This design comes from an exercise in tuning for small area on the open sky130 flow, not from production work. Where RTL was checked, it was by simulation tests only, not by an equivalence proof against the original. No activity file was given, so power comes from the tool's default toggle rates.

v6:
==> module vlc_tx, before the edit <==
module vlc_tx(
    input pclk,
    input resetn,
    input [31:0] fifo_data,
    input fifo_empty,
    input [1:0] dim,
    output reg fifo_rd_en,
    output reg tx_out,
    output reg led_check
);
    localparam IDLE = 2'b00;
    localparam SYNC = 2'b01;
    localparam SEND = 2'b10;
    localparam WAIT = 2'b11;
    reg [5:0] cnt;
    wire trig = cnt[5] & cnt[4] & ~cnt[1] & cnt[0];           
    wire c_first = (cnt == 6'd0);
    reg [1:0] state;
    reg idle_d;                          
    reg [8:0] bitcnt;                    
    reg [1:0] wbyte;                     
    reg [3:0] wbit;
    reg [1:0] nbyte;                     
    reg [3:0] nbit;                      
    reg txb;                             
    reg [2:0] look;                      
    reg par;                             
    reg buffer;
    wire in_idle = (state == IDLE);
    wire in_sync = (state == SYNC);
    wire in_send = (state == SEND);
    reg [7:0] bytesel;
    integer k;
    always @(*) begin
        for (k = 0; k < 8; k = k + 1) begin
            case (nbyte)
                2'b00: bytesel[k] = fifo_data[31 - k];
                2'b01: bytesel[k] = fifo_data[23 - k];
                2'b11: bytesel[k] = fifo_data[15 - k];
                default: bytesel[k] = fifo_data[7 - k];
            endcase
        end
    end
    wire fetched = nbit[3] ? par : bytesel[nbit[2:0]];
    always @(posedge pclk) begin
        if (!resetn)
            cnt <= 6'd63;
        else if (trig)
            cnt <= 6'd0;
        else
            cnt <= cnt + 6'd1;
    end
    wire bc_344 = bitcnt[8] & bitcnt[6] & bitcnt[4] & bitcnt[3];
    wire bc_lo = (bitcnt[8:4] == 5'd0);
    wire bc_9 = bc_lo & (bitcnt[3:0] == 4'd9);
    wire bc_0 = bc_lo & (bitcnt[3:0] == 4'd0);
    wire bc_5 = bc_lo & (bitcnt[3:0] == 4'd5);
    wire bc_334 = bitcnt[8] & bitcnt[6] & bitcnt[3] & bitcnt[2] & bitcnt[1];
    wire bc_m7 = (bitcnt[4:0] == 5'd7);
    reg [1:0] nxt;
    always @(*) begin
        nxt = state;
        case (state)
            IDLE: if (buffer) nxt = SYNC;
            SYNC: if (bc_9) nxt = SEND;
            SEND: begin
                if (bc_m7 && fifo_empty) nxt = IDLE;
                if (bc_334) nxt = WAIT;
            end
            WAIT: if (bc_344) nxt = IDLE;
        endcase
    end
    always @(posedge pclk) begin
        if (!resetn) begin
            state <= IDLE;
            idle_d <= 1'b1;
            bitcnt <= 9'd0;
            buffer <= 1'b0;
        end else begin
            idle_d <= in_idle;
            if (trig) begin
                state <= nxt;
                if (!in_idle)
                    bitcnt <= bc_344 ? 9'd0 : bitcnt + 9'd1;
            end
            if (in_idle) begin
                if (!fifo_empty) buffer <= 1'b1;
            end else if (in_sync)
                buffer <= 1'b0;
        end
    end
    wire w_32 = (wbyte == 2'b10) & (wbit == 4'd5);
    wire w_35 = (wbyte == 2'b10) & wbit[3];
    always @(posedge pclk) begin
        if (in_idle) begin
            wbyte <= 2'b11;
            wbit <= 4'd8;
        end else if (trig) begin
            if (wbit[3]) begin
                wbit <= 4'd0;
                wbyte <= {wbyte[0], ~wbyte[1]};
            end else
                wbit <= wbit + 4'd1;
        end
    end
    wire r = nbit[3];
    wire [2:0] q = nbit[2:0];
    wire q_step = r ? (cnt[5] & cnt[4] & ~cnt[1] & ~cnt[0]) : c_first;    
    wire load = in_sync || (in_send && trig && w_35);
    always @(posedge pclk) begin
        if (!resetn) begin
            nbyte <= 2'b00;
            nbit <= 4'b1000;
        end else if (load) begin
            nbyte <= 2'b00;
            nbit <= 4'd3;
            look <= {fifo_data[29], fifo_data[30], fifo_data[31]};
            par <= ~(fifo_data[31] ^ fifo_data[30] ^ fifo_data[29]);
        end else if (in_send) begin
            if (c_first) begin
                look <= {fetched, look[2:1]};
                par <= nbit[3] ? 1'b1 : par ^ fetched;
                if (nbit[3]) begin
                    nbit <= 4'd0;
                    nbyte <= {nbyte[0], ~nbyte[1]};
                end else
                    nbit <= nbit + 4'd1;
            end
        end else if (in_idle) begin
            if (!idle_d)
                nbit <= 4'd0;
            else if (q_step)
                nbit <= {r, q[1], q[0], ~q[1]};
        end
    end
    always @(posedge pclk) begin
        case (state)
            IDLE: if (trig) txb <= ~txb;
            SYNC: begin
                if (bc_0) txb <= 1'b1;
                else if (bc_5) txb <= 1'b0;
            end
            SEND: if (c_first) txb <= look[0];
            WAIT: txb <= 1'b0;
        endcase
    end
    always @(posedge pclk) begin
        if (!resetn)
            fifo_rd_en <= 1'b1;
        else
            fifo_rd_en <= in_idle ? fifo_empty : (in_send && w_32 && cnt == 6'd1);
    end
    wire f30 = r ? (cnt >= 6'd29 && cnt <= 6'd48) : (cnt >= 6'd31 || c_first);
    wire f20 = r ? (cnt >= 6'd19 && cnt <= 6'd48) : (cnt >= 6'd21 || c_first);
    reg pattern;
    always @(*) begin
        case (dim)
            2'd2: pattern = q[2] | (q[1] & f30);
            2'd1: pattern = q[2];
            default: pattern = q[2] & (~q[1] | f20);
        endcase
    end
    reg shaped;
    always @(*) begin
        shaped = txb;
        if (in_send) begin
            if (cnt >= 6'd1 && cnt <= 6'd21)
                shaped = ~txb;
            else if (cnt >= 6'd22 && cnt <= 6'd31) begin
                if (dim == 2'd2) shaped = 1'b1;
                else if (dim == 2'd0) shaped = 1'b0;
                else if (cnt <= 6'd26) shaped = ~txb;
            end
        end
    end
    always @(posedge pclk) begin
        if (!resetn) begin
            tx_out <= 1'b0;
            led_check <= 1'b0;
        end else begin
            tx_out <= idle_d ? pattern : shaped;
            led_check <= idle_d && (dim == 2'd1);
        end
    end
endmodule
export LEC_CHECK = 0
export CAP_MARGIN = 20
export CORE_MARGIN = 2
export CORE_UTILIZATION = 40
export SLEW_MARGIN = 20
create_clock -name core_clock -period 10.0 [get_ports {pclk}]
standard.sh (not shown) runs the stock make flow with config.mk's settings and CLKGATE_MAP_FILE= SYNTH_SCRIPT=/design/flow/synth_recipe.tcl, a recipe that flattens the netlist after the stock synthesis.
==> flow/flow/run.sh <==
#!/bin/bash
set -euo pipefail
WORK=$(pwd)
rm -rf "$WORK/scripts_own"
cp -r "$FLOW_HOME/scripts" "$WORK/scripts_own"
cp "$WORK/flow/abc_area.script" "$WORK/scripts_own/abc_speed.script"
bash "$WORK/standard.sh" \
  SCRIPTS_DIR="$WORK/scripts_own" \
  BUFFER_PORTS_ARGS="-buffer_cell sky130_fd_sc_hd__buf_1" \
  finish > "$WORK/flow_make.log" 2>&1
==> flow/flow/abc_area.script <==
strash
&get -n
&fraig -x
&put
scorr
dc2
dretime
strash
&get -n
&dch -f
&nf -a -p
&put
v6 | stages: all done | timing, DRC, antenna: all pass
Inputs modified between v6 and v7:
--- a/flow/design.v
+++ b/flow/design.v
@@ -26,7 +26,6 @@
     reg txb;                             
     reg [2:0] look;                      
     reg par;                             
-    reg buffer;
     wire in_idle = (state == IDLE);
     wire in_sync = (state == SYNC);
     wire in_send = (state == SEND);
@@ -62,7 +61,7 @@
     always @(*) begin
         nxt = state;
         case (state)
-            IDLE: if (buffer) nxt = SYNC;
+            IDLE: if (par) nxt = SYNC;
             SYNC: if (bc_9) nxt = SEND;
             SEND: begin
                 if (bc_m7 && fifo_empty) nxt = IDLE;
@@ -76,7 +75,6 @@
             state <= IDLE;
             idle_d <= 1'b1;
             bitcnt <= 9'd0;
-            buffer <= 1'b0;
         end else begin
             idle_d <= in_idle;
             if (trig) begin
@@ -84,10 +82,6 @@
                 if (!in_idle)
                     bitcnt <= bc_344 ? 9'd0 : bitcnt + 9'd1;
             end
-            if (in_idle) begin
-                if (!fifo_empty) buffer <= 1'b1;
-            end else if (in_sync)
-                buffer <= 1'b0;
         end
     end
     wire w_32 = (wbyte == 2'b10) & (wbit == 4'd5);
@@ -112,6 +106,7 @@
         if (!resetn) begin
             nbyte <= 2'b00;
             nbit <= 4'b1000;
+            par <= 1'b0;
         end else if (load) begin
             nbyte <= 2'b00;
             nbit <= 4'd3;
@@ -128,6 +123,7 @@
                     nbit <= nbit + 4'd1;
             end
         end else if (in_idle) begin
+            par <= ~fifo_empty | (idle_d & par);
             if (!idle_d)
                 nbit <= 4'd0;
             else if (q_step)
## What came out
- Compared with v6, in v7 sequential share of layout area decreased 1.7 points; minimum clock period after layout rose by 0.32 ns; number of instances on the worst hold path went down; share of total power consumed by net switching higher.
- Number of nets in the synthesized netlist: lower on v7
- Between v6 and v7, number of cells produced by synthesis decreased.
- v6 has lower total wire length than v7.
- Diff v6 -> v7: clock network power share saw an increase, combinational power share increased by 0.8 points relative to the old numbers, number of distinct library cells after synthesis up 1.
No functional check of the RTL was part of v7.

## static timing again, ports no longer ideal
How much do the figures lean on ideal ports? The routed layouts below were timed once more, with nothing changed but the port constraints. Step 1: set_driving_cell puts a clkbuf_16 on pclk and a buf_2 on each other input, an assumption about the parent block. Step 2, shift: input delay + t, output delay - t, t = (earliest + latest rising clock arrival at the registers) / 2. This alone moves slack from input paths to output paths. Three values: ideal ports, drivers, drivers and shift; two values: the first two.
| run | t (ns) | setup slack, ns | worst register clock-pin slew, ns |
|---|---|---|---|
| v6 | 0.323 | 6.724 / 6.731 / 6.408 | 0.08 / 0.08 |
| v7 | 0.318 | 6.407 / 6.412 / 6.095 | 0.09 / 0.09 |
After both steps every run listed still meets setup and hold. For v6, which loses most, drivers alone change the setup slack by +0.007 ns; drivers and shift together by -0.316 ns.
